Background: an optimization exercise with open tools, aiming at small area. Do not read the settings as production practice.
Where RTL was checked, it was by simulation tests only, not by an equivalence proof against the original.
Only the layout flow was run in run 1; the RTL was not checked for function there.

===== design/flow/flow/run.sh =====
#!/bin/bash
# Layout flow: the standard flow (standard.sh, with its synthesis
# unchanged), except that the port buffers use the smallest buffer cell and
# clock tree synthesis runs without dummy balancing loads and with one clock
# buffer type. The full make output goes to standard.log in this folder.
set -e
bash standard.sh \
  'BUFFER_PORTS_ARGS=-buffer_cell sky130_fd_sc_hd__buf_1' \
  'CTS_ARGS=-sink_clustering_enable -repair_clock_nets -dont_use_dummy_load -buf_list sky130_fd_sc_hd__clkbuf_8' \
  finish > standard.log 2>&1

===== design/flow/standard.sh =====
#!/bin/bash
# synth_recipe.tcl (not shown) runs the flow's synth.tcl, then flattens the netlist and writes it again
# the make line also repeats each setting of config.mk as NAME=value (left out here)
make -C /OpenROAD-flow-scripts/flow DESIGN_CONFIG=/design/flow/config.mk WORK_HOME=/design/flow/orfs CLKGATE_MAP_FILE= SYNTH_SCRIPT=/design/flow/synth_recipe.tcl "${@:-finish}"

===== design/flow/config.mk =====
export PLATFORM = sky130hd
export DESIGN_NAME = pipelined_fir
export DESIGN_NICKNAME = pipelined_fir
export VERILOG_FILES = /design/flow/design.v
export SDC_FILE = /design/flow/constraint.sdc
export NUM_CORES = 4
export LEC_CHECK = 0
export CAP_MARGIN = 20
export CORE_MARGIN = 2
export CORE_UTILIZATION = 60
export GPL_TIMING_DRIVEN = 0
export SLEW_MARGIN = 20
export SYNTH_HIERARCHICAL = 1

===== design/flow/constraint.sdc =====
create_clock -name core_clock -period 8.0 [get_ports {clk}]
set_input_delay 1.6000 -clock core_clock [delete_from_list [all_inputs] [get_ports {clk}]]
set_output_delay 1.6000 -clock core_clock [all_outputs]
set_load 0.01 [all_outputs]

===== design/flow/design.v =====
module pipelined_fir(clk,reset,xn,yn);
input clk,reset;
input signed [15:0] xn;
output wire signed [15:0] yn;
reg [15:0] a, b;
reg [17:0] e, f;   
reg [15:0] yr;
wire [15:0] ysum;
wire n1 = ~b[1];
wire n2 = ~b[2];
wire n3 = ~b[3];
wire n4 = ~b[4];
wire n5 = ~b[5];
wire n6 = ~b[6];
wire n7 = ~b[7];
wire n8 = ~b[8];
wire n9 = ~b[9];
wire n10 = ~b[10];
wire n11 = ~b[11];
wire n12 = ~b[12];
wire n13 = ~b[13];
wire n14 = ~b[14];
wire n15 = ~b[15];
wire n46 = ~a[0];
wire n47 = ~a[1];
wire n48 = ~a[2];
wire n49 = ~a[3];
wire n50 = ~a[4];
wire n51 = ~a[5];
wire n52 = ~a[6];
wire n53 = ~a[7];
wire n54 = ~a[8];
wire n55 = ~a[9];
wire n56 = ~a[10];
wire n57 = ~a[11];
wire n58 = ~a[12];
wire n59 = ~a[13];
wire n60 = ~a[14];
wire n61 = ~a[15];
wire n62 = ~b[0];
wire n63 = ~e[1];
wire n64 = ~e[2];
wire n65 = ~e[3];
wire n66 = ~e[4];
wire n67 = ~e[5];
wire n68 = ~e[6];
wire n69 = ~e[7];
wire n70 = ~e[8];
wire n71 = ~e[9];
wire n72 = ~e[10];
wire n73 = ~e[11];
wire n74 = ~e[12];
wire n75 = ~e[13];
wire n76 = ~e[14];
wire n77 = ~e[15];
wire n78 = ~ev[1];
wire n79 = ~e[0];
wire n80 = ~ev[0];
wire n81 = ~f[0];
wire n82 = ~f[16];
always @(posedge clk or posedge reset)
  if (reset) begin
    a <= 16'h0000; b <= 16'h0000; yr <= 16'h0000; e <= 18'b001111111111111110; f <= 18'b001111111111111110;
  end else begin
    a <= xn; b <= a; yr <= ysum; e <= e_next; f <= {ev, e[15:0]};
  end
assign yn = yr;
wire [17:0] e_next;
wire ep = e[17] ^ ~a[15];
wire [1:0] ev;
assign ev[0] = ep ^ ~e[16];
assign ev[1] = ep ? e[16] : e[17];
wire s16, c17;
fir_ha u_s16 (.a(n1), .b(xn[0]), .s(s16), .co(c17));
wire s18, c19;
fir_fa u_s18 (.a(n2), .b(xn[1]), .c(c17), .s(s18), .co(c19));
wire s20, c21;
fir_fa u_s20 (.a(n3), .b(xn[2]), .c(c19), .s(s20), .co(c21));
wire s22, c23;
fir_fa u_s22 (.a(n4), .b(xn[3]), .c(c21), .s(s22), .co(c23));
wire s24, c25;
fir_fa u_s24 (.a(n5), .b(xn[4]), .c(c23), .s(s24), .co(c25));
wire s26, c27;
fir_fa u_s26 (.a(n6), .b(xn[5]), .c(c25), .s(s26), .co(c27));
wire s28, c29;
fir_fa u_s28 (.a(n7), .b(xn[6]), .c(c27), .s(s28), .co(c29));
wire s30, c31;
fir_fa u_s30 (.a(n8), .b(xn[7]), .c(c29), .s(s30), .co(c31));
wire s32, c33;
fir_fa u_s32 (.a(n9), .b(xn[8]), .c(c31), .s(s32), .co(c33));
wire s34, c35;
fir_fa u_s34 (.a(n10), .b(xn[9]), .c(c33), .s(s34), .co(c35));
wire s36, c37;
fir_fa u_s36 (.a(n11), .b(xn[10]), .c(c35), .s(s36), .co(c37));
wire s38, c39;
fir_fa u_s38 (.a(n12), .b(xn[11]), .c(c37), .s(s38), .co(c39));
wire s40, c41;
fir_fa u_s40 (.a(n13), .b(xn[12]), .c(c39), .s(s40), .co(c41));
wire s42, c43;
fir_fa u_s42 (.a(n14), .b(xn[13]), .c(c41), .s(s42), .co(c43));
wire s44, c45;
fir_fa u_s44 (.a(n15), .b(xn[14]), .c(c43), .s(s44), .co(c45));
wire s83, c84;
fir_ha u_s83 (.a(e[0]), .b(n46), .s(s83), .co(c84));
wire s85, c86;
fir_fa u_s85 (.a(b[0]), .b(n47), .c(n63), .s(s85), .co(c86));
wire s87, c88;
fir_ha u_s87 (.a(c84), .b(s85), .s(s87), .co(c88));
wire s89, c90;
fir_fa u_s89 (.a(b[1]), .b(e[0]), .c(n48), .s(s89), .co(c90));
wire s91, c92;
fir_fa u_s91 (.a(n64), .b(c86), .c(s89), .s(s91), .co(c92));
wire s93, c94;
fir_ha u_s93 (.a(c88), .b(s91), .s(s93), .co(c94));
wire s95, c96;
fir_fa u_s95 (.a(b[2]), .b(n49), .c(n63), .s(s95), .co(c96));
wire s97, c98;
fir_fa u_s97 (.a(n65), .b(n81), .c(c90), .s(s97), .co(c98));
wire s99, c100;
fir_fa u_s99 (.a(s95), .b(c92), .c(s97), .s(s99), .co(c100));
wire s101, c102;
fir_fa u_s101 (.a(a[0]), .b(b[3]), .c(f[1]), .s(s101), .co(c102));
wire s103, c104;
fir_fa u_s103 (.a(n50), .b(n64), .c(n66), .s(s103), .co(c104));
wire s105, c106;
fir_fa u_s105 (.a(c96), .b(s101), .c(s103), .s(s105), .co(c106));
wire s107, c108;
fir_ha u_s107 (.a(c98), .b(s105), .s(s107), .co(c108));
wire s109, c110;
fir_fa u_s109 (.a(a[1]), .b(b[4]), .c(e[0]), .s(s109), .co(c110));
wire s111, c112;
fir_fa u_s111 (.a(f[2]), .b(n51), .c(n65), .s(s111), .co(c112));
wire s113, c114;
fir_ha u_s113 (.a(n67), .b(n81), .s(s113), .co(c114));
wire s115, c116;
fir_fa u_s115 (.a(s113), .b(c102), .c(c104), .s(s115), .co(c116));
wire s117, c118;
fir_fa u_s117 (.a(s109), .b(s111), .c(c106), .s(s117), .co(c118));
wire s119, c120;
fir_fa u_s119 (.a(s115), .b(c108), .c(s117), .s(s119), .co(c120));
wire s121, c122;
fir_fa u_s121 (.a(a[2]), .b(b[5]), .c(f[1]), .s(s121), .co(c122));
wire s123, c124;
fir_fa u_s123 (.a(f[3]), .b(n52), .c(n63), .s(s123), .co(c124));
wire s125, c126;
fir_fa u_s125 (.a(n66), .b(n68), .c(c114), .s(s125), .co(c126));
wire s127, c128;
fir_fa u_s127 (.a(c110), .b(c112), .c(s121), .s(s127), .co(c128));
wire s129, c130;
fir_fa u_s129 (.a(s123), .b(s125), .c(c116), .s(s129), .co(c130));
wire s131, c132;
fir_fa u_s131 (.a(s127), .b(c118), .c(s129), .s(s131), .co(c132));
wire s133, c134;
fir_fa u_s133 (.a(a[0]), .b(a[3]), .c(b[6]), .s(s133), .co(c134));
wire s135, c136;
fir_fa u_s135 (.a(f[2]), .b(f[4]), .c(n53), .s(s135), .co(c136));
wire s137, c138;
fir_fa u_s137 (.a(n64), .b(n67), .c(n69), .s(s137), .co(c138));
wire s139, c140;
fir_fa u_s139 (.a(c122), .b(c124), .c(s133), .s(s139), .co(c140));
wire s141, c142;
fir_fa u_s141 (.a(s135), .b(s137), .c(c126), .s(s141), .co(c142));
wire s143, c144;
fir_fa u_s143 (.a(c128), .b(s139), .c(s141), .s(s143), .co(c144));
wire s145, c146;
fir_fa u_s145 (.a(c130), .b(s143), .c(c132), .s(s145), .co(c146));
wire s147, c148;
fir_fa u_s147 (.a(a[1]), .b(a[4]), .c(b[7]), .s(s147), .co(c148));
wire s149, c150;
fir_fa u_s149 (.a(f[3]), .b(f[5]), .c(n54), .s(s149), .co(c150));
wire s151, c152;
fir_fa u_s151 (.a(n62), .b(n65), .c(n68), .s(s151), .co(c152));
wire s153, c154;
fir_fa u_s153 (.a(n70), .b(n81), .c(c134), .s(s153), .co(c154));
wire s155, c156;
fir_fa u_s155 (.a(c136), .b(c138), .c(s147), .s(s155), .co(c156));
wire s157, c158;
fir_fa u_s157 (.a(s149), .b(s151), .c(c140), .s(s157), .co(c158));
wire s159, c160;
fir_fa u_s159 (.a(s153), .b(s155), .c(c142), .s(s159), .co(c160));
wire s161, c162;
fir_fa u_s161 (.a(s157), .b(c144), .c(s159), .s(s161), .co(c162));
wire s163, c164;
fir_fa u_s163 (.a(a[2]), .b(a[5]), .c(b[8]), .s(s163), .co(c164));
wire s165, c166;
fir_fa u_s165 (.a(f[1]), .b(f[4]), .c(f[6]), .s(s165), .co(c166));
wire s167, c168;
fir_fa u_s167 (.a(n1), .b(n46), .c(n55), .s(s167), .co(c168));
wire s169, c170;
fir_fa u_s169 (.a(n66), .b(n69), .c(n71), .s(s169), .co(c170));
wire s171, c172;
fir_fa u_s171 (.a(c148), .b(c150), .c(c152), .s(s171), .co(c172));
wire s173, c174;
fir_fa u_s173 (.a(s163), .b(s165), .c(s167), .s(s173), .co(c174));
wire s175, c176;
fir_fa u_s175 (.a(s169), .b(c154), .c(c156), .s(s175), .co(c176));
wire s177, c178;
fir_fa u_s177 (.a(s171), .b(s173), .c(c158), .s(s177), .co(c178));
wire s179, c180;
fir_fa u_s179 (.a(s175), .b(c160), .c(s177), .s(s179), .co(c180));
wire s181, c182;
fir_fa u_s181 (.a(a[3]), .b(a[6]), .c(b[9]), .s(s181), .co(c182));
wire s183, c184;
fir_fa u_s183 (.a(f[2]), .b(f[5]), .c(f[7]), .s(s183), .co(c184));
wire s185, c186;
fir_fa u_s185 (.a(n2), .b(n47), .c(n56), .s(s185), .co(c186));
wire s187, c188;
fir_fa u_s187 (.a(n67), .b(n70), .c(n72), .s(s187), .co(c188));
wire s189, c190;
fir_fa u_s189 (.a(n79), .b(c164), .c(c166), .s(s189), .co(c190));
wire s191, c192;
fir_fa u_s191 (.a(c168), .b(c170), .c(s181), .s(s191), .co(c192));
wire s193, c194;
fir_fa u_s193 (.a(s183), .b(s185), .c(s187), .s(s193), .co(c194));
wire s195, c196;
fir_fa u_s195 (.a(c172), .b(s189), .c(c174), .s(s195), .co(c196));
wire s197, c198;
fir_fa u_s197 (.a(s191), .b(s193), .c(c176), .s(s197), .co(c198));
wire s199, c200;
fir_fa u_s199 (.a(s195), .b(c178), .c(s197), .s(s199), .co(c200));
wire s201, c202;
fir_fa u_s201 (.a(a[4]), .b(a[7]), .c(b[10]), .s(s201), .co(c202));
wire s203, c204;
fir_fa u_s203 (.a(e[1]), .b(f[3]), .c(f[6]), .s(s203), .co(c204));
wire s205, c206;
fir_fa u_s205 (.a(f[8]), .b(n3), .c(n48), .s(s205), .co(c206));
wire s207, c208;
fir_fa u_s207 (.a(n57), .b(n68), .c(n71), .s(s207), .co(c208));
wire s209, c210;
fir_fa u_s209 (.a(n73), .b(n81), .c(c182), .s(s209), .co(c210));
wire s211, c212;
fir_fa u_s211 (.a(c184), .b(c186), .c(c188), .s(s211), .co(c212));
wire s213, c214;
fir_fa u_s213 (.a(s201), .b(s203), .c(s205), .s(s213), .co(c214));
wire s215, c216;
fir_fa u_s215 (.a(s207), .b(c190), .c(c192), .s(s215), .co(c216));
wire s217, c218;
fir_fa u_s217 (.a(s209), .b(c194), .c(s211), .s(s217), .co(c218));
wire s219, c220;
fir_fa u_s219 (.a(s213), .b(c196), .c(s215), .s(s219), .co(c220));
wire s221, c222;
fir_fa u_s221 (.a(s217), .b(c198), .c(s219), .s(s221), .co(c222));
wire s223, c224;
fir_fa u_s223 (.a(a[5]), .b(a[8]), .c(b[11]), .s(s223), .co(c224));
wire s225, c226;
fir_fa u_s225 (.a(e[2]), .b(f[1]), .c(f[4]), .s(s225), .co(c226));
wire s227, c228;
fir_fa u_s227 (.a(f[7]), .b(f[9]), .c(n4), .s(s227), .co(c228));
wire s229, c230;
fir_fa u_s229 (.a(n49), .b(n58), .c(n69), .s(s229), .co(c230));
wire s231, c232;
fir_fa u_s231 (.a(n72), .b(n74), .c(n79), .s(s231), .co(c232));
wire s233, c234;
fir_fa u_s233 (.a(c202), .b(c204), .c(c206), .s(s233), .co(c234));
wire s235, c236;
fir_fa u_s235 (.a(c208), .b(s223), .c(s225), .s(s235), .co(c236));
wire s237, c238;
fir_fa u_s237 (.a(s227), .b(s229), .c(s231), .s(s237), .co(c238));
wire s239, c240;
fir_fa u_s239 (.a(c210), .b(c212), .c(c214), .s(s239), .co(c240));
wire s241, c242;
fir_fa u_s241 (.a(s233), .b(s235), .c(s237), .s(s241), .co(c242));
wire s243, c244;
fir_fa u_s243 (.a(c216), .b(c218), .c(s239), .s(s243), .co(c244));
wire s245, c246;
fir_fa u_s245 (.a(s241), .b(c220), .c(s243), .s(s245), .co(c246));
wire s247, c248;
fir_fa u_s247 (.a(a[6]), .b(a[9]), .c(b[12]), .s(s247), .co(c248));
wire s249, c250;
fir_fa u_s249 (.a(e[1]), .b(e[3]), .c(f[10]), .s(s249), .co(c250));
wire s251, c252;
fir_fa u_s251 (.a(f[2]), .b(f[5]), .c(f[8]), .s(s251), .co(c252));
wire s253, c254;
fir_fa u_s253 (.a(n5), .b(n50), .c(n59), .s(s253), .co(c254));
wire s255, c256;
fir_fa u_s255 (.a(n70), .b(n73), .c(n75), .s(s255), .co(c256));
wire s257, c258;
fir_fa u_s257 (.a(c224), .b(c226), .c(c228), .s(s257), .co(c258));
wire s259, c260;
fir_fa u_s259 (.a(c230), .b(c232), .c(s247), .s(s259), .co(c260));
wire s261, c262;
fir_fa u_s261 (.a(s249), .b(s251), .c(s253), .s(s261), .co(c262));
wire s263, c264;
fir_fa u_s263 (.a(s255), .b(c234), .c(c236), .s(s263), .co(c264));
wire s265, c266;
fir_fa u_s265 (.a(c238), .b(s257), .c(s259), .s(s265), .co(c266));
wire s267, c268;
fir_fa u_s267 (.a(s261), .b(c240), .c(s263), .s(s267), .co(c268));
wire s269, c270;
fir_fa u_s269 (.a(c242), .b(s265), .c(c244), .s(s269), .co(c270));
wire s271, c272;
fir_fa u_s271 (.a(s267), .b(c246), .c(s269), .s(s271), .co(c272));
wire s273, c274;
fir_fa u_s273 (.a(a[10]), .b(a[7]), .c(b[13]), .s(s273), .co(c274));
wire s275, c276;
fir_fa u_s275 (.a(e[2]), .b(e[4]), .c(f[11]), .s(s275), .co(c276));
wire s277, c278;
fir_fa u_s277 (.a(f[3]), .b(f[6]), .c(f[9]), .s(s277), .co(c278));
wire s279, c280;
fir_fa u_s279 (.a(n46), .b(n51), .c(n6), .s(s279), .co(c280));
wire s281, c282;
fir_fa u_s281 (.a(n60), .b(n62), .c(n71), .s(s281), .co(c282));
wire s283, c284;
fir_fa u_s283 (.a(n74), .b(n76), .c(n79), .s(s283), .co(c284));
wire s285, c286;
fir_fa u_s285 (.a(n81), .b(c248), .c(c250), .s(s285), .co(c286));
wire s287, c288;
fir_fa u_s287 (.a(c252), .b(c254), .c(c256), .s(s287), .co(c288));
wire s289, c290;
fir_fa u_s289 (.a(s273), .b(s275), .c(s277), .s(s289), .co(c290));
wire s291, c292;
fir_fa u_s291 (.a(s279), .b(s281), .c(s283), .s(s291), .co(c292));
wire s293, c294;
fir_fa u_s293 (.a(c258), .b(c260), .c(s285), .s(s293), .co(c294));
wire s295, c296;
fir_fa u_s295 (.a(c262), .b(s287), .c(s289), .s(s295), .co(c296));
wire s297, c298;
fir_fa u_s297 (.a(s291), .b(c264), .c(c266), .s(s297), .co(c298));
wire s299, c300;
fir_fa u_s299 (.a(s293), .b(s295), .c(c268), .s(s299), .co(c300));
wire s301, c302;
fir_fa u_s301 (.a(s297), .b(c270), .c(s299), .s(s301), .co(c302));
wire s303, c304;
fir_fa u_s303 (.a(a[11]), .b(a[15]), .c(a[8]), .s(s303), .co(c304));
wire s305, c306;
fir_fa u_s305 (.a(b[14]), .b(e[1]), .c(e[3]), .s(s305), .co(c306));
wire s307, c308;
fir_fa u_s307 (.a(e[5]), .b(f[10]), .c(f[12]), .s(s307), .co(c308));
wire s309, c310;
fir_fa u_s309 (.a(f[1]), .b(f[4]), .c(f[7]), .s(s309), .co(c310));
wire s311, c312;
fir_fa u_s311 (.a(n1), .b(n47), .c(n52), .s(s311), .co(c312));
wire s313, c314;
fir_fa u_s313 (.a(n7), .b(n72), .c(n75), .s(s313), .co(c314));
wire s315, c316;
fir_fa u_s315 (.a(n77), .b(c274), .c(c276), .s(s315), .co(c316));
wire s317, c318;
fir_fa u_s317 (.a(c278), .b(c280), .c(c282), .s(s317), .co(c318));
wire s319, c320;
fir_fa u_s319 (.a(c284), .b(s303), .c(s305), .s(s319), .co(c320));
wire s321, c322;
fir_fa u_s321 (.a(s307), .b(s309), .c(s311), .s(s321), .co(c322));
wire s323, c324;
fir_fa u_s323 (.a(s313), .b(c286), .c(c288), .s(s323), .co(c324));
wire s325, c326;
fir_fa u_s325 (.a(c290), .b(s315), .c(c292), .s(s325), .co(c326));
wire s327, c328;
fir_fa u_s327 (.a(s317), .b(s319), .c(s321), .s(s327), .co(c328));
wire s329, c330;
fir_fa u_s329 (.a(c294), .b(c296), .c(s323), .s(s329), .co(c330));
wire s331, c332;
fir_fa u_s331 (.a(s325), .b(s327), .c(c298), .s(s331), .co(c332));
wire s333, c334;
fir_fa u_s333 (.a(s329), .b(c300), .c(s331), .s(s333), .co(c334));
wire s335, c336;
fir_ha u_s335 (.a(c302), .b(s333), .s(s335), .co(c336));
wire s337, c338;
fir_fa u_s337 (.a(a[12]), .b(a[9]), .c(e[2]), .s(s337), .co(c338));
wire s339, c340;
fir_fa u_s339 (.a(e[4]), .b(e[6]), .c(ev[0]), .s(s339), .co(c340));
wire s341, c342;
fir_fa u_s341 (.a(f[11]), .b(f[13]), .c(f[2]), .s(s341), .co(c342));
wire s343, c344;
fir_fa u_s343 (.a(f[5]), .b(f[8]), .c(n15), .s(s343), .co(c344));
wire s345, c346;
fir_fa u_s345 (.a(n2), .b(n48), .c(n53), .s(s345), .co(c346));
wire s347, c348;
fir_fa u_s347 (.a(n73), .b(n76), .c(n8), .s(s347), .co(c348));
wire s349, c350;
fir_fa u_s349 (.a(c304), .b(c306), .c(c308), .s(s349), .co(c350));
wire s351, c352;
fir_fa u_s351 (.a(c310), .b(c312), .c(c314), .s(s351), .co(c352));
wire s353, c354;
fir_fa u_s353 (.a(s337), .b(s339), .c(s341), .s(s353), .co(c354));
wire s355, c356;
fir_fa u_s355 (.a(s343), .b(s345), .c(s347), .s(s355), .co(c356));
wire s357, c358;
fir_fa u_s357 (.a(c316), .b(c318), .c(c320), .s(s357), .co(c358));
wire s359, c360;
fir_fa u_s359 (.a(s349), .b(c322), .c(s351), .s(s359), .co(c360));
wire s361, c362;
fir_fa u_s361 (.a(s353), .b(s355), .c(c324), .s(s361), .co(c362));
wire s363, c364;
fir_fa u_s363 (.a(c326), .b(s357), .c(c328), .s(s363), .co(c364));
wire s365, c366;
fir_fa u_s365 (.a(s359), .b(c330), .c(s361), .s(s365), .co(c366));
wire s367, c368;
fir_fa u_s367 (.a(s363), .b(c332), .c(s365), .s(s367), .co(c368));
wire s369, c370;
fir_fa u_s369 (.a(c334), .b(s367), .c(c336), .s(s369), .co(c370));
wire s371, c372;
fir_fa u_s371 (.a(a[10]), .b(a[13]), .c(e[3]), .s(s371), .co(c372));
wire s373, c374;
fir_fa u_s373 (.a(e[5]), .b(e[7]), .c(f[12]), .s(s373), .co(c374));
wire s375, c376;
fir_fa u_s375 (.a(f[14]), .b(f[3]), .c(f[6]), .s(s375), .co(c376));
wire s377, c378;
fir_fa u_s377 (.a(f[9]), .b(n3), .c(n49), .s(s377), .co(c378));
wire s379, c380;
fir_fa u_s379 (.a(n54), .b(n74), .c(n77), .s(s379), .co(c380));
wire s381, c382;
fir_fa u_s381 (.a(n78), .b(n9), .c(c338), .s(s381), .co(c382));
wire s383, c384;
fir_fa u_s383 (.a(c340), .b(c342), .c(c344), .s(s383), .co(c384));
wire s385, c386;
fir_fa u_s385 (.a(c346), .b(c348), .c(s371), .s(s385), .co(c386));
wire s387, c388;
fir_fa u_s387 (.a(s373), .b(s375), .c(s377), .s(s387), .co(c388));
wire s389, c390;
fir_fa u_s389 (.a(s379), .b(c350), .c(c352), .s(s389), .co(c390));
wire s391, c392;
fir_fa u_s391 (.a(c354), .b(s381), .c(c356), .s(s391), .co(c392));
wire s393, c394;
fir_fa u_s393 (.a(s383), .b(s385), .c(s387), .s(s393), .co(c394));
wire s395, c396;
fir_fa u_s395 (.a(c358), .b(c360), .c(s389), .s(s395), .co(c396));
wire s397, c398;
fir_fa u_s397 (.a(s391), .b(s393), .c(c362), .s(s397), .co(c398));
wire s399, c400;
fir_fa u_s399 (.a(c364), .b(s395), .c(c366), .s(s399), .co(c400));
wire s401, c402;
fir_fa u_s401 (.a(s397), .b(c368), .c(s399), .s(s401), .co(c402));
wire s403, c404;
fir_fa u_s403 (.a(a[11]), .b(a[14]), .c(e[4]), .s(s403), .co(c404));
wire s405, c406;
fir_fa u_s405 (.a(e[6]), .b(e[8]), .c(ev[0]), .s(s405), .co(c406));
wire s407, c408;
fir_fa u_s407 (.a(f[10]), .b(f[13]), .c(f[15]), .s(s407), .co(c408));
wire s409, c410;
fir_fa u_s409 (.a(f[4]), .b(f[7]), .c(n10), .s(s409), .co(c410));
wire s411, c412;
fir_fa u_s411 (.a(n4), .b(n50), .c(n55), .s(s411), .co(c412));
wire s413, c414;
fir_fa u_s413 (.a(n75), .b(c372), .c(c374), .s(s413), .co(c414));
wire s415, c416;
fir_fa u_s415 (.a(c376), .b(c378), .c(c380), .s(s415), .co(c416));
wire s417, c418;
fir_fa u_s417 (.a(s403), .b(s405), .c(s407), .s(s417), .co(c418));
wire s419, c420;
fir_fa u_s419 (.a(s409), .b(s411), .c(c382), .s(s419), .co(c420));
wire s421, c422;
fir_fa u_s421 (.a(c384), .b(c386), .c(s413), .s(s421), .co(c422));
wire s423, c424;
fir_fa u_s423 (.a(c388), .b(s415), .c(s417), .s(s423), .co(c424));
wire s425, c426;
fir_fa u_s425 (.a(c390), .b(s419), .c(c392), .s(s425), .co(c426));
wire s427, c428;
fir_fa u_s427 (.a(s421), .b(c394), .c(s423), .s(s427), .co(c428));
wire s429, c430;
fir_fa u_s429 (.a(c396), .b(s425), .c(s427), .s(s429), .co(c430));
wire s431, c432;
fir_fa u_s431 (.a(c398), .b(s429), .c(c400), .s(s431), .co(c432));
wire s433, c434;
fir_ha u_s433 (.a(c402), .b(s431), .s(s433), .co(c434));
wire s435, c436;
fir_fa u_s435 (.a(a[12]), .b(e[5]), .c(e[7]), .s(s435), .co(c436));
wire s437, c438;
fir_fa u_s437 (.a(e[9]), .b(f[11]), .c(f[14]), .s(s437), .co(c438));
wire s439, c440;
fir_fa u_s439 (.a(f[5]), .b(f[8]), .c(n11), .s(s439), .co(c440));
wire s441, c442;
fir_fa u_s441 (.a(n5), .b(n51), .c(n56), .s(s441), .co(c442));
wire s443, c444;
fir_fa u_s443 (.a(n61), .b(n76), .c(n78), .s(s443), .co(c444));
wire s445, c446;
fir_fa u_s445 (.a(n82), .b(c404), .c(c406), .s(s445), .co(c446));
wire s447, c448;
fir_fa u_s447 (.a(c408), .b(c410), .c(c412), .s(s447), .co(c448));
wire s449, c450;
fir_fa u_s449 (.a(s435), .b(s437), .c(s439), .s(s449), .co(c450));
wire s451, c452;
fir_fa u_s451 (.a(s441), .b(s443), .c(c414), .s(s451), .co(c452));
wire s453, c454;
fir_fa u_s453 (.a(c416), .b(c418), .c(s445), .s(s453), .co(c454));
wire s455, c456;
fir_fa u_s455 (.a(s447), .b(s449), .c(c420), .s(s455), .co(c456));
wire s457, c458;
fir_fa u_s457 (.a(c422), .b(s451), .c(c424), .s(s457), .co(c458));
wire s459, c460;
fir_fa u_s459 (.a(s453), .b(s455), .c(c426), .s(s459), .co(c460));
wire s461, c462;
fir_ha u_s461 (.a(c428), .b(s457), .s(s461), .co(c462));
wire s463, c464;
fir_fa u_s463 (.a(s461), .b(s459), .c(c430), .s(s463), .co(c464));
wire s465, c466;
fir_fa u_s465 (.a(s463), .b(c432), .c(c434), .s(s465), .co(c466));
wire s467, c468;
fir_fa u_s467 (.a(a[13]), .b(e[10]), .c(e[6]), .s(s467), .co(c468));
wire s469, c470;
fir_fa u_s469 (.a(e[8]), .b(f[12]), .c(f[15]), .s(s469), .co(c470));
wire s471, c472;
fir_fa u_s471 (.a(f[17]), .b(f[6]), .c(f[9]), .s(s471), .co(c472));
wire s473, c474;
fir_fa u_s473 (.a(n12), .b(n52), .c(n57), .s(s473), .co(c474));
wire s475, c476;
fir_ha u_s475 (.a(n6), .b(n77), .s(s475), .co(c476));
wire s477, c478;
fir_fa u_s477 (.a(s475), .b(c436), .c(c438), .s(s477), .co(c478));
wire s479, c480;
fir_fa u_s479 (.a(c440), .b(c442), .c(c444), .s(s479), .co(c480));
wire s481, c482;
fir_fa u_s481 (.a(s467), .b(s469), .c(s471), .s(s481), .co(c482));
wire s483, c484;
fir_fa u_s483 (.a(s473), .b(c446), .c(c448), .s(s483), .co(c484));
wire s485, c486;
fir_fa u_s485 (.a(s477), .b(c450), .c(s479), .s(s485), .co(c486));
wire s487, c488;
fir_fa u_s487 (.a(s481), .b(c452), .c(c454), .s(s487), .co(c488));
wire s489, c490;
fir_fa u_s489 (.a(s483), .b(s485), .c(c456), .s(s489), .co(c490));
wire s491, c492;
fir_fa u_s491 (.a(c458), .b(s487), .c(c462), .s(s491), .co(c492));
wire s493, c494;
fir_fa u_s493 (.a(s489), .b(c460), .c(s491), .s(s493), .co(c494));
wire s495, c496;
fir_fa u_s495 (.a(c464), .b(s493), .c(c466), .s(s495), .co(c496));
wire s497, c498;
fir_fa u_s497 (.a(a[14]), .b(e[11]), .c(e[7]), .s(s497), .co(c498));
wire s499, c500;
fir_fa u_s499 (.a(e[9]), .b(ev[0]), .c(f[10]), .s(s499), .co(c500));
wire s501, c502;
fir_fa u_s501 (.a(f[13]), .b(f[7]), .c(n13), .s(s501), .co(c502));
wire s503, c504;
fir_fa u_s503 (.a(n53), .b(n58), .c(n7), .s(s503), .co(c504));
wire s505, c506;
fir_fa u_s505 (.a(n82), .b(c476), .c(c468), .s(s505), .co(c506));
wire s507, c508;
fir_fa u_s507 (.a(c470), .b(c472), .c(c474), .s(s507), .co(c508));
wire s509, c510;
fir_fa u_s509 (.a(s497), .b(s499), .c(s501), .s(s509), .co(c510));
wire s511, c512;
fir_fa u_s511 (.a(s503), .b(c478), .c(c480), .s(s511), .co(c512));
wire s513, c514;
fir_fa u_s513 (.a(c482), .b(s505), .c(s507), .s(s513), .co(c514));
wire s515, c516;
fir_fa u_s515 (.a(s509), .b(c484), .c(c486), .s(s515), .co(c516));
wire s517, c518;
fir_fa u_s517 (.a(s511), .b(s513), .c(c488), .s(s517), .co(c518));
wire s519, c520;
fir_fa u_s519 (.a(s515), .b(c490), .c(s517), .s(s519), .co(c520));
wire s521, c522;
fir_fa u_s521 (.a(c492), .b(s519), .c(c494), .s(s521), .co(c522));
wire s523, c524;
fir_fa u_s523 (.a(e[10]), .b(e[12]), .c(e[8]), .s(s523), .co(c524));
wire s525, c526;
fir_fa u_s525 (.a(f[11]), .b(f[14]), .c(f[17]), .s(s525), .co(c526));
wire s527, c528;
fir_fa u_s527 (.a(f[8]), .b(n14), .c(n54), .s(s527), .co(c528));
wire s529, c530;
fir_fa u_s529 (.a(n59), .b(n61), .c(n78), .s(s529), .co(c530));
wire s531, c532;
fir_fa u_s531 (.a(n8), .b(c498), .c(c500), .s(s531), .co(c532));
wire s533, c534;
fir_fa u_s533 (.a(c502), .b(c504), .c(s523), .s(s533), .co(c534));
wire s535, c536;
fir_fa u_s535 (.a(s525), .b(s527), .c(s529), .s(s535), .co(c536));
wire s537, c538;
fir_fa u_s537 (.a(c506), .b(c508), .c(s531), .s(s537), .co(c538));
wire s539, c540;
fir_fa u_s539 (.a(c510), .b(s533), .c(s535), .s(s539), .co(c540));
wire s541, c542;
fir_fa u_s541 (.a(c512), .b(c514), .c(s537), .s(s541), .co(c542));
wire s543, c544;
fir_fa u_s543 (.a(s539), .b(c516), .c(s541), .s(s543), .co(c544));
wire s545, c546;
fir_fa u_s545 (.a(c518), .b(s543), .c(c520), .s(s545), .co(c546));
wire s547, c548;
fir_fa u_s547 (.a(b[15]), .b(e[11]), .c(e[13]), .s(s547), .co(c548));
wire s549, c550;
fir_fa u_s549 (.a(e[9]), .b(f[12]), .c(f[15]), .s(s549), .co(c550));
wire s551, c552;
fir_fa u_s551 (.a(f[9]), .b(n55), .c(n60), .s(s551), .co(c552));
wire s553, c554;
fir_fa u_s553 (.a(n9), .b(c524), .c(c526), .s(s553), .co(c554));
wire s555, c556;
fir_fa u_s555 (.a(c528), .b(c530), .c(s547), .s(s555), .co(c556));
wire s557, c558;
fir_fa u_s557 (.a(s549), .b(s551), .c(c532), .s(s557), .co(c558));
wire s559, c560;
fir_fa u_s559 (.a(c534), .b(s553), .c(c536), .s(s559), .co(c560));
wire s561, c562;
fir_fa u_s561 (.a(s555), .b(c538), .c(s557), .s(s561), .co(c562));
wire s563, c564;
fir_ha u_s563 (.a(c540), .b(s559), .s(s563), .co(c564));
wire s565, c566;
fir_fa u_s565 (.a(s563), .b(c542), .c(s561), .s(s565), .co(c566));
wire s567, c568;
fir_fa u_s567 (.a(c544), .b(s565), .c(c546), .s(s567), .co(c568));
wire s569, c570;
fir_fa u_s569 (.a(a[15]), .b(e[10]), .c(e[12]), .s(s569), .co(c570));
wire s571, c572;
fir_fa u_s571 (.a(e[14]), .b(f[10]), .c(f[13]), .s(s571), .co(c572));
wire s573, c574;
fir_fa u_s573 (.a(n10), .b(n56), .c(n82), .s(s573), .co(c574));
wire s575, c576;
fir_fa u_s575 (.a(c548), .b(c550), .c(c552), .s(s575), .co(c576));
wire s577, c578;
fir_fa u_s577 (.a(s569), .b(s571), .c(s573), .s(s577), .co(c578));
wire s579, c580;
fir_fa u_s579 (.a(c554), .b(c556), .c(s575), .s(s579), .co(c580));
wire s581, c582;
fir_fa u_s581 (.a(s577), .b(c558), .c(c560), .s(s581), .co(c582));
wire s583, c584;
fir_fa u_s583 (.a(s579), .b(c564), .c(c562), .s(s583), .co(c584));
wire s585, c586;
fir_fa u_s585 (.a(s581), .b(c566), .c(s583), .s(s585), .co(c586));
wire s587, c588;
fir_ha u_s587 (.a(s585), .b(c568), .s(s587), .co(c588));
wire s589, c590;
fir_fa u_s589 (.a(e[11]), .b(e[13]), .c(e[15]), .s(s589), .co(c590));
wire s591, c592;
fir_fa u_s591 (.a(f[11]), .b(f[14]), .c(f[17]), .s(s591), .co(c592));
wire s593, c594;
fir_ha u_s593 (.a(n11), .b(n57), .s(s593), .co(c594));
wire s595, c596;
fir_fa u_s595 (.a(s593), .b(c570), .c(c572), .s(s595), .co(c596));
wire s597, c598;
fir_fa u_s597 (.a(c574), .b(s589), .c(s591), .s(s597), .co(c598));
wire s599, c600;
fir_fa u_s599 (.a(c576), .b(s595), .c(c578), .s(s599), .co(c600));
wire s601, c602;
fir_fa u_s601 (.a(s597), .b(c580), .c(s599), .s(s601), .co(c602));
wire s603, c604;
fir_fa u_s603 (.a(c582), .b(s601), .c(c584), .s(s603), .co(c604));
wire s605, c606;
fir_fa u_s605 (.a(c586), .b(s603), .c(c588), .s(s605), .co(c606));
wire s607, c608;
fir_fa u_s607 (.a(e[12]), .b(e[14]), .c(f[12]), .s(s607), .co(c608));
wire s609, c610;
fir_fa u_s609 (.a(f[15]), .b(n12), .c(n58), .s(s609), .co(c610));
wire s611, c612;
fir_fa u_s611 (.a(n80), .b(c594), .c(c590), .s(s611), .co(c612));
wire s613, c614;
fir_fa u_s613 (.a(c592), .b(s607), .c(s609), .s(s613), .co(c614));
wire s615, c616;
fir_fa u_s615 (.a(c596), .b(c598), .c(s611), .s(s615), .co(c616));
wire s617, c618;
fir_fa u_s617 (.a(s613), .b(c600), .c(s615), .s(s617), .co(c618));
wire s619, c620;
fir_fa u_s619 (.a(c602), .b(s617), .c(c604), .s(s619), .co(c620));
wire s621, c622;
fir_fa u_s621 (.a(e[13]), .b(e[15]), .c(ev[1]), .s(s621), .co(c622));
wire s623, c624;
fir_fa u_s623 (.a(f[13]), .b(n13), .c(n59), .s(s623), .co(c624));
wire s625, c626;
fir_fa u_s625 (.a(n82), .b(c608), .c(c610), .s(s625), .co(c626));
wire s627, c628;
fir_fa u_s627 (.a(s621), .b(s623), .c(c612), .s(s627), .co(c628));
wire s629, c630;
fir_fa u_s629 (.a(c614), .b(s625), .c(c616), .s(s629), .co(c630));
wire s631, c632;
fir_fa u_s631 (.a(s627), .b(c618), .c(s629), .s(s631), .co(c632));
wire s633, c634;
fir_fa u_s633 (.a(e[14]), .b(f[14]), .c(f[17]), .s(s633), .co(c634));
wire s635, c636;
fir_fa u_s635 (.a(n14), .b(n60), .c(n80), .s(s635), .co(c636));
wire s637, c638;
fir_fa u_s637 (.a(c622), .b(c624), .c(s633), .s(s637), .co(c638));
wire s639, c640;
fir_fa u_s639 (.a(s635), .b(c626), .c(s637), .s(s639), .co(c640));
wire s641, c642;
fir_fa u_s641 (.a(c628), .b(s639), .c(c630), .s(s641), .co(c642));
wire s643, c644;
fir_fa u_s643 (.a(a[15]), .b(b[15]), .c(e[15]), .s(s643), .co(c644));
wire s645, c646;
fir_fa u_s645 (.a(ev[1]), .b(f[15]), .c(c634), .s(s645), .co(c646));
wire s647, c648;
fir_fa u_s647 (.a(c636), .b(s643), .c(c638), .s(s647), .co(c648));
wire s649, c650;
fir_fa u_s649 (.a(s645), .b(c640), .c(s647), .s(s649), .co(c650));
wire s651, c652;
fir_fa u_s651 (.a(n80), .b(n82), .c(c644), .s(s651), .co(c652));
wire s653, c654;
fir_fa u_s653 (.a(c646), .b(s651), .c(c648), .s(s653), .co(c654));
wire s655 = ev[1] ^ f[17];
wire s656 = s655 ^ c652 ^ c654;
wire c657 = ~c94 & ~s99;
wire i658 = ~c657;
wire c659 = (s107 & c100) | (s107 & i658) | (c100 & i658);
wire c660 = ~s119 & ~c659;
wire i661 = ~c660;
wire c662 = (c120 & s131) | (c120 & i661) | (s131 & i661);
wire c663 = s145 & c662;
wire c664 = (s161 & c146) | (s161 & c663) | (c146 & c663);
wire c665 = (c162 & s179) | (c162 & c664) | (s179 & c664);
wire c666 = (c180 & s199) | (c180 & c665) | (s199 & c665);
wire c667 = (c200 & s221) | (c200 & c666) | (s221 & c666);
wire c668 = (c222 & s245) | (c222 & c667) | (s245 & c667);
wire c669 = ~s271 & ~c668;
wire i670 = ~c669;
wire c671 = (c272 & s301) | (c272 & i670) | (s301 & i670);
wire c672 = ~s335 & ~c671;
wire s673, c674;
fir_ha u_s673 (.a(c672), .b(s369), .s(s673), .co(c674));
wire k675 = s673 & c672;
wire i676 = ~k675;
wire s677, c678;
fir_fa u_s677 (.a(s401), .b(c370), .c(i676), .s(s677), .co(c678));
wire s679, c680;
fir_ha u_s679 (.a(s433), .b(c678), .s(s679), .co(c680));
wire k681 = ~(s679 | c680);
wire s682, c683;
fir_ha u_s682 (.a(k681), .b(s465), .s(s682), .co(c683));
wire k684 = s682 & k681;
wire s685, c686;
fir_ha u_s685 (.a(s521), .b(c496), .s(s685), .co(c686));
wire k687 = ~(s685 | c686);
wire s688, c689;
fir_ha u_s688 (.a(s545), .b(c522), .s(s688), .co(c689));
wire k690 = ~(s688 | c689);
wire s691, c692;
fir_ha u_s691 (.a(s619), .b(c606), .s(s691), .co(c692));
wire k693 = ~(s691 | c692);
wire s694, c695;
fir_ha u_s694 (.a(s631), .b(c620), .s(s694), .co(c695));
wire k696 = ~(s694 | c695);
wire s697, c698;
fir_ha u_s697 (.a(c632), .b(s641), .s(s697), .co(c698));
wire k699 = ~(s697 | c698);
wire s700, c701;
fir_ha u_s700 (.a(s649), .b(c642), .s(s700), .co(c701));
wire k702 = ~(s700 | c701);
wire s703, c704;
fir_ha u_s703 (.a(c650), .b(s653), .s(s703), .co(c704));
wire k705 = ~(s703 | c704);
wire G706 = ~s495 & k684;
wire G707 = k687 | s685 & G706;
wire G708 = k690 | s688 & G707;
wire G709 = ~s567 & G708;
wire G710 = ~s587 & G709;
wire G711 = ~s605 & G710;
wire G712 = k693 | s691 & G711;
wire G713 = k696 | s694 & G712;
wire G714 = k699 | s697 & G713;
wire G715 = k705 | s703 & k702;
wire P716 = s703 & s700;
wire G717 = k702 | s700 & G714;
wire G718 = G715 | P716 & G714;
wire G719 = ~s656 & G718;
wire y720 = ~s495 ^ k684;
wire y721 = s685 ^ G706;
wire y722 = s688 ^ G707;
wire y723 = ~s567 ^ G708;
wire y724 = ~s587 ^ G709;
wire y725 = ~s605 ^ G710;
wire y726 = s691 ^ G711;
wire y727 = s694 ^ G712;
wire y728 = s697 ^ G713;
wire y729 = s700 ^ G714;
wire y730 = s703 ^ G717;
wire y731 = ~s656 ^ G718;
assign e_next = {b[15], c45, s44, s42, s40, s38, s36, s34, s32, s30, s28, s26, s24, s22, s20, s18, s16, b[0]};
assign ysum = {y731, y730, y729, y728, y727, y726, y725, y724, y723, y722, y721, y720, ~s682, s679, ~s677, ~s673};
endmodule
module fir_fa(a, b, c, s, co);
input a, b, c;
output s, co;
assign s = a ^ b ^ c;
assign co = (a & b) | (a & c) | (b & c);
endmodule
module fir_ha(a, b, s, co);
input a, b;
output s, co;
assign s = a ^ b;
assign co = a & b;
endmodule

==> qor.yml, run 1 <==
placementRows: 44
outcome: "complete, no violations"
ctsHoldBuffers: 0
dp_hpwl_um: 18600
timing.hold.ws_ps: 422
drive_above_1_share_pct: 29.5
cts.sinks: 84
die_w_um: 125
portBuffers: 33
required_ps: 8240
synth-seq-area-share_pct: 24.2
max_stage_delay_ps: 560
grt_pass1_vias: 5599
synthTopCellsByArea: "fa_1, dfrtp_1, dfstp_2"
syn_area_per_cell_um2: 17.2
yosys.area.top_type: "fa_1"
wl_per_cell_um: 27.6
arrival_ps: 7970
path_clk_slew_ps: 90
viasPerCell: 5.73
end_kind: "flop"
io_pins: 34
totalWireLength_um: 22200
drv_slew: 0
diodes: 0
cts_tree: "done"
grt_use_total_pct: 31.4
syn2layout_area_growth_pct: 14.2
grt_pass1_wl_um: 34300
cts_inserted_buffers: 9
drc_errors: 0
max_freq_mhz: 129
gp_congestion: 0.986
root_buffer: "clkbuf_8"
hold_class: "reg -> reg"
syn_area_um2: 8850
drv_cap: 0
setup_ws_ps: 271
synth_cell_types: 28
dieHeight_um: 125
slowest_stage: "dfstp_2"
path_max_fanout: 3
ys_ff_latch: 84
grt_max_degree: 66
die-area_um2: 15700
postRouteAntennaNets: 0
dp_slack_ps: -957
drt_iter0_markers: 269
insertion_delay_ps: 370
syn_nets: 848
placed_area_um2: 9240
synth_top_area_share_pct: 65.3
drtPass1Iterations: 5
cts.htree.levels: 3
vias: 4612
critPathKind: "reg -> reg"
initial_core_util_pct: 61.2
design_area_um2: 10100
yosys_warnings: 7
core_area_um2: 14500
antenna_found_initial: 0
fin_crit_sh_pct: 96.6
slew_headroom_pct: 35.3
tightest_slew_ps: 968
clk_path_buf_depth: 2
final.setup_skew_ps: 19.8
hold_viol_final: 0
setup_viol: 0
layout_min_cycle_time_ps: 7730
synth_ff_type: "dfrtp_1"
grt.overflow.total: 0
fin_nets: 957
synth_cells: 514
r2r_setup_slack_ps: 270
async_flop_share_pct: 100
synth-edff-count: 0
cp-start-kind: "flop"
-- path summary, 6_finish.rpt --
| path | from | end | cells after the start |
|---|---|---|---|
| max | e[7] | yr[13] | 29 |
| min | e[13] | f[13] | 0 |
| max reg2reg | e[7] | yr[13] | 29 |
| min reg2reg | e[13] | f[13] | 0 |
| max in group asynchronous | reset | e[1] | 3 |
| min in group asynchronous | reset | yr[2] | 2 |
-- cells in the final DEF, fill, tap and decap left out, types with 4 or more instances in the layout --
master | Yosys | layout
dfrtp_1 | 54 | 40
buf_6 | 0 | 4
dfrtp_2 | 0 | 14
inv_2 | 1 | 14
buf_4 | 0 | 60
clkinvlp_4 | 0 | 5
ha_1 | 27 | 21
nor2_1 | 7 | 5
fa_1 | 289 | 268
xnor2_1 | 10 | 8
buf_1 | 0 | 33
ha_4 | 0 | 4
inv_1 | 61 | 40
clkbuf_8 | 0 | 9
fa_2 | 0 | 21
dfstp_2 | 30 | 30
-- flip-flops by register name, indices dropped and copies added (netlist names) --
name,cells
f,18
b,16
yr,16
a,16
e,18
-- Yosys stat by module (local to each module, per instance) --
module / flops+latches / cells
pipelined_fir: 84 / 202
fir_fa: 0 / 1
fir_ha: 0 / 1
-- layer usage --
layer / GRT usage (%) / vias to the layer above / wire length [µm]
li1: - / 1769 / -
met1: 44.7 / 2566 / 8390
met2: 50.6 / 231 / 11400
met3: 6.25 / 46 / 1690
met4: 9.48 / 0 / 679
met5: 0 / - / 0
-- critical path: cells and delay by family (launching register included) --
kind	cells	cell delay, ps
adders and majority gates	16	5130
AOI/OAI and AO/OA	1	200
buffers and inverters	4	380
muxes	3	460
DFF	1	560
and+or+nand+nor	4	750
xor gates and xnor gates	1	110
-- timing repair --
action | 4_1_cts | 5_1_grt
buffers inserted | 35 | 29
gates resized for setup | 50 | 38
pin swaps | 20 | 24
endpoints found under the setup margin | 7 | 4
-- through the flow --
step           TNS (ps)  util [%]  instances
2_1_floorplan         0         -        514
3_3_place_gp      -3110      63.6        731
3_5_place_dp      -4010      63.8        732
4_1_cts               0      67.4        776
5_1_grt           -77.3      69.8        805
6_report              0      69.8        805
-- cells by family (layout without fill, tap and decap cells) --
family                   after synthesis  count (layout)  share of synthesized area, %
AO/OA/AOI/OAI                         17              17                          1.34
flip-flops                            84              84                          24.2
multiplexers                           3               3                         0.339
AND/OR/NAND/NOR                       18              18                         0.975
XOR/XNOR                              13              13                          1.29
buffers and inverters                 62             169                          2.63
adder cells (fa/ha/maj)              317             317                          69.3
-- synthesized netlist by cell type (3+ instances only) --
cell type / instances
dfrtp_1: 54
dfstp_2: 30
fa_1: 289
ha_1: 27
inv_1: 61
mux2i_1: 3
nand2_1: 3
nor2_1: 7
o21ai_1: 3
xnor2_1: 10
xor2_1: 3
-- final cells by class --
class / count / area [µm²]
repair buffers: 98 / 647
flip-flops and latches: 84 / 2160
well taps: 184 / 230
clock buffers: 9 / 124
multi-input cells: 368 / 6690
fillers: 1005 / 4370
inverters: 62 / 259
==> run 2, diff against run 1 <==
--- a/design/flow/design.v
+++ b/design/flow/design.v
@@ -693,62 +693,61 @@
 wire s673, c674;
-fir_ha u_s673 (.a(c672), .b(s369), .s(s673), .co(c674));
-wire k675 = s673 & c672;
-wire i676 = ~k675;
-wire s677, c678;
-fir_fa u_s677 (.a(s401), .b(c370), .c(i676), .s(s677), .co(c678));
+fir_ha u_s673 (.a(s401), .b(c370), .s(s673), .co(c674));
+wire k675 = ~(s673 | c674);
+wire s676, c677;
+fir_ha u_s676 (.a(s521), .b(c496), .s(s676), .co(c677));
+wire k678 = ~(s676 | c677);
 wire s679, c680;
-fir_ha u_s679 (.a(s433), .b(c678), .s(s679), .co(c680));
+fir_ha u_s679 (.a(s545), .b(c522), .s(s679), .co(c680));
 wire k681 = ~(s679 | c680);
 wire s682, c683;
-fir_ha u_s682 (.a(k681), .b(s465), .s(s682), .co(c683));
-wire k684 = s682 & k681;
+fir_ha u_s682 (.a(s619), .b(c606), .s(s682), .co(c683));
+wire k684 = ~(s682 | c683);
 wire s685, c686;
-fir_ha u_s685 (.a(s521), .b(c496), .s(s685), .co(c686));
+fir_ha u_s685 (.a(s631), .b(c620), .s(s685), .co(c686));
 wire k687 = ~(s685 | c686);
 wire s688, c689;
-fir_ha u_s688 (.a(s545), .b(c522), .s(s688), .co(c689));
+fir_ha u_s688 (.a(c632), .b(s641), .s(s688), .co(c689));
 wire k690 = ~(s688 | c689);
 wire s691, c692;
-fir_ha u_s691 (.a(s619), .b(c606), .s(s691), .co(c692));
+fir_ha u_s691 (.a(s649), .b(c642), .s(s691), .co(c692));
 wire k693 = ~(s691 | c692);
 wire s694, c695;
-fir_ha u_s694 (.a(s631), .b(c620), .s(s694), .co(c695));
+fir_ha u_s694 (.a(c650), .b(s653), .s(s694), .co(c695));
 wire k696 = ~(s694 | c695);
-wire s697, c698;
-fir_ha u_s697 (.a(c632), .b(s641), .s(s697), .co(c698));
-wire k699 = ~(s697 | c698);
-wire s700, c701;
-fir_ha u_s700 (.a(s649), .b(c642), .s(s700), .co(c701));
-wire k702 = ~(s700 | c701);
-wire s703, c704;
-fir_ha u_s703 (.a(c650), .b(s653), .s(s703), .co(c704));
-wire k705 = ~(s703 | c704);
-wire G706 = ~s495 & k684;
-wire G707 = k687 | s685 & G706;
-wire G708 = k690 | s688 & G707;
-wire G709 = ~s567 & G708;
-wire G710 = ~s587 & G709;
-wire G711 = ~s605 & G710;
-wire G712 = k693 | s691 & G711;
-wire G713 = k696 | s694 & G712;
-wire G714 = k699 | s697 & G713;
-wire G715 = k705 | s703 & k702;
-wire P716 = s703 & s700;
-wire G717 = k702 | s700 & G714;
-wire G718 = G715 | P716 & G714;
-wire G719 = ~s656 & G718;
-wire y720 = ~s495 ^ k684;
-wire y721 = s685 ^ G706;
-wire y722 = s688 ^ G707;
-wire y723 = ~s567 ^ G708;
-wire y724 = ~s587 ^ G709;
-wire y725 = ~s605 ^ G710;
-wire y726 = s691 ^ G711;
-wire y727 = s694 ^ G712;
-wire y728 = s697 ^ G713;
-wire y729 = s700 ^ G714;
-wire y730 = s703 ^ G717;
-wire y731 = ~s656 ^ G718;
+wire G697 = ~s369 & c672;
+wire G698 = k675 | s673 & G697;
+wire G699 = ~s433 & G698;
+wire G700 = ~s465 & G699;
+wire G701 = ~s495 & G700;
+wire G702 = k678 | s676 & G701;
+wire G703 = k681 | s679 & G702;
+wire G704 = ~s567 & G703;
+wire G705 = ~s587 & G704;
+wire G706 = ~s605 & G705;
+wire G707 = k684 | s682 & G706;
+wire G708 = k687 | s685 & G707;
+wire G709 = k690 | s688 & G708;
+wire G710 = k696 | s694 & k693;
+wire P711 = s694 & s691;
+wire G712 = k693 | s691 & G709;
+wire G713 = G710 | P711 & G709;
+wire G714 = ~s656 & G713;
+wire y715 = ~s369 ^ c672;
+wire y716 = s673 ^ G697;
+wire y717 = ~s433 ^ G698;
+wire y718 = ~s465 ^ G699;
+wire y719 = ~s495 ^ G700;
+wire y720 = s676 ^ G701;
+wire y721 = s679 ^ G702;
+wire y722 = ~s567 ^ G703;
+wire y723 = ~s587 ^ G704;
+wire y724 = ~s605 ^ G705;
+wire y725 = s682 ^ G706;
+wire y726 = s685 ^ G707;
+wire y727 = s688 ^ G708;
+wire y728 = s691 ^ G709;
+wire y729 = s694 ^ G712;
+wire y730 = ~s656 ^ G713;
 assign e_next = {b[15], c45, s44, s42, s40, s38, s36, s34, s32, s30, s28, s26, s24, s22, s20, s18, s16, b[0]};
-assign ysum = {y731, y730, y729, y728, y727, y726, y725, y724, y723, y722, y721, y720, ~s682, s679, ~s677, ~s673};
+assign ysum = {y730, y729, y728, y727, y726, y725, y724, y723, y722, y721, y720, y719, y718, y717, y716, y715};
 endmodule
==> run 2 against run 1 <==
- still clean on timing, DRC and antenna
- non-clock buffer count decreased by 64
- final cell count decreased by 8.6%
- global-route usage decreased by 1.3 points
- synthesized area increased by 0.33%
- register-to-register slack improved by 150 ps
- wire length decreased by 5.7%
- synthesized cell count decreased by 0.97%
- first-iteration DRC count decreased by 2.2%
- utilization decreased by 4.9 points
- flip-flop and latch count unchanged
==> qor.yml, run 2 <==
setup_viol: 0  # unchanged
arrival_ps: 7860  # was 7970 ps
wl_per_cell_um: 28.5  # was 27.6 µm
totalWireLength_um: 20900  # was 22,200 µm
fin_setup_tns_ps: 0  # unchanged
outcome: "complete, no violations"  # unchanged
root_buffer: "clkbuf_8"  # unchanged
placementRows: 44  # unchanged
rsz0062_at_grt: "false"
cts_inserted_buffers: 9  # unchanged
required_ps: 8280  # was 8240 ps
die-area_um2: 15800  # was 15,700 µm²
async_flop_share_pct: 100  # unchanged
path_max_fanout: 6  # was 3
fin_crit_sh_pct: 94.8  # was 96.6%
synth.top_cells.by_count: "fa_1, inv_1, dfrtp_1, dfstp_2, ha_1"  # unchanged
syn_area_um2: 8880  # was 8850 µm²
synth-edff-count: 0  # unchanged
fin_nets: 888  # was 957
drt_iter0_markers: 263  # was 269
cts.htree.levels: 3  # unchanged
yosys.area.top_type: "fa_1"  # unchanged
drive_above_1_share_pct: 9.06  # was 29.5%
grt_pass1_wl_um: 33100  # was 34,300 µm
synthTopCellsByArea: "fa_1, dfrtp_1, dfstp_2"  # unchanged
r2r-start: "a[15]"  # was e[7]
synth-seq-area-share_pct: 24.1  # was 24.2%
cts.sinks: 84  # unchanged
viasPerCell: 5.94  # was 5.73
grt_max_degree: 66  # unchanged
yosys_warnings: 7  # unchanged
synth_top_area_share_pct: 64.9  # was 65.3%
dieHeight_um: 126  # was 125 µm
insertion_delay_ps: 370  # about the same
final.setup_skew_ps: 27.0  # was 19.8 ps
drv_slew: 0  # unchanged
crit-reg2reg-capture: "yr[14]"  # was yr[13]
path_clk_slew_ps: 90  # about the same
dp_hpwl_um: 18600  # about the same
cp-start-kind: "flop"  # unchanged
slew_headroom_pct: 57.8  # was 35.3%
critPathKind: "reg -> reg"  # unchanged
postRouteAntennaNets: 0  # unchanged
holdPathEnd: "f[3]"  # was f[13]
r2r_setup_slack_ps: 420  # was 270 ps
largestRegisters: "e (18), f (18)"  # unchanged
hold_viol_final: 0  # unchanged
tightest_slew_ps: 630  # was 968 ps
synth_ff_type: "dfrtp_1"  # unchanged
post_cts_buffers: 0  # was 35
io_pins: 34  # unchanged
min_path_cells: 0  # unchanged
antenna_found_initial: 0  # unchanged
syn_nets: 843  # was 848
cts_tree: "done"  # unchanged
layout_min_cycle_time_ps: 7580  # was 7730 ps
clk_path_buf_depth: 2  # unchanged
grt_pass1_vias: 5321  # was 5,599
layout_commonest_cell: "fa_1"  # unchanged
final_cell_mix: "fa_1, inv_1, dfrtp_1"  # was fa_1, buf_4, inv_1, dfrtp_1, buf_1
grt_use_total_pct: 30.1  # was 31.4%
synth_cells: 509  # was 514
hold_class: "reg -> reg"  # unchanged
drc_errors: 0  # unchanged
drtPass1Iterations: 5  # unchanged
synth_most_common_cell: "fa_1"  # unchanged
max_freq_mhz: 132  # was 129 MHz
drv_cap: 0  # unchanged
rr_worst_depth: 22  # was 29
syn2layout_area_growth_pct: 5.80  # was 14.2%
vias: 4374  # was 4,612
synth_cell_types: 31  # was 28
syn_area_per_cell_um2: 17.5  # was 17.2 µm²
end_kind: "flop"  # unchanged
grt.overflow.total: 0  # unchanged
core_area_um2: 14500  # unchanged
ys_ff_latch: 84  # unchanged
hold_path.startpoint: "e[3]"  # was e[13]
portBuffers: 33  # unchanged
diodes: 0  # unchanged
initial_core_util_pct: 61.4  # was 61.2%
die_w_um: 126  # was 125 µm
gp_congestion: 0.951  # was 0.986
-- run 2: worst max-delay path, stage by stage, from the launching register on --
cell	delay, ps
dfrtp_1	630
xnor2_1	180
xnor2_2	520
fa_1	550
fa_1	550
fa_1	440
fa_1	520
fa_1	440
fa_1	470
ha_1	200
fa_1	380
fa_1	370
ha_1	340
mux2i_1	330
mux2i_1	140
ha_1	210
ha_1	190
ha_1	200
nand2b_1	200
a31oi_4	230
mux2i_4	120
a21oi_2	160
xnor2_1	120
-- run 2: final cells by class --
cell class                      count  area, µm²
Clock buffer                        9        124
Fill cell                        1022       5080
Inverter                           63        239
Multi-Input combinational cell    362       6520
Sequential cell                    84       2140
Tap cell                          184        230
Timing Repair Buffer               34        151
-- run 2: what timing repair did --
| action | in CTS | in global routing |
|---|---|---|
| hold buffers | 0 | 0 |
| setup endpoints to repair | 0 | 3 |
| gates resized for setup | 0 | 1 |
-- run 2: logic make-up (layout without fill, tap and decap cells) --
kind of cell / count (synthesis) / after routing / synth area share, %
adders and majority gates: 316 / 316 / 68.8
DFF: 84 / 84 / 24.1
buffers and inverters: 63 / 106 / 2.66
AOI/OAI and AO/OA: 19 / 19 / 1.89
xor gates and xnor gates: 14 / 14 / 1.38
and+or+nand+nor: 9 / 9 / 0.549
muxes: 4 / 4 / 0.592
-- run 2: metrics by stage --
stage / cells / hold WS [ps] / instance area [µm²] / setup slack (ps) / utilization, %
3_3_place_gp: 726 / 430 / 9240 / 216 / 63.8
6_report: 736 / 432 / 9400 / 417 / 64.9
4_1_cts: 736 / 437 / 9390 / 112 / 64.9
3_5_place_dp: 727 / 433 / 9270 / 174 / 64.0
2_1_floorplan: 509 / 394 / 8880 / 764 / -
5_1_grt: 736 / 442 / 9400 / 19.7 / 64.9
-- run 2: routing by layer --
| layer | wire, µm | GRT usage [%] | vias to the layer above |
|---|---|---|---|
| met2 | 10800 | 48.3 | 209 |
| met4 | 662 | 9.41 | 0 |
| met3 | 1400 | 5.56 | 38 |
| li1 | - | - | 1624 |
| met5 | 0 | 0 | - |
| met1 | 8110 | 43.3 | 2503 |
-- run 2: how the worst max path moves through the flow --
stage | start | endpoint
5_1_grt | a[15] | yr[14]
6_report | a[15] | yr[14]
4_1_cts | a[15] | yr[15]
2_1_floorplan | xn[0] | e[15]
3_3_place_gp | a[15] | yr[14]
3_5_place_dp | a[15] | yr[14]
-- run 2: per-module statistics from Yosys, one instance, submodules excluded --
module / cells inside / flops+latches
fir_ha: 1 / 0
fir_fa: 1 / 0
pipelined_fir: 200 / 84

[static timing again, ports no longer ideal]
No port has a modelled driver above. Below, the same layouts with a new extraction and two added sets of constraints.
Step 1 (the two cells are an assumption about what drives the block):
set clk [get_ports {clk}]
set_driving_cell -lib_cell sky130_fd_sc_hd__clkbuf_16 $clk
set_driving_cell -lib_cell sky130_fd_sc_hd__buf_2 [delete_from_list [all_inputs] $clk]
Step 2, shift: input delay + t, output delay - t, t = (earliest + latest rising clock arrival at the registers) / 2. This alone moves slack from input paths to output paths.
Three values: ideal ports, drivers, drivers and shift; two values: the first two.
run | t (ns) | slack for setup (ns) | worst setup path after step 2
run 1 | 0.396 | 0.271 / 0.271 / 0.271 | register to register
run 2 | 0.398 | 0.417 / 0.417 / 0.417 | register to register
After both steps every run listed still meets setup and hold.
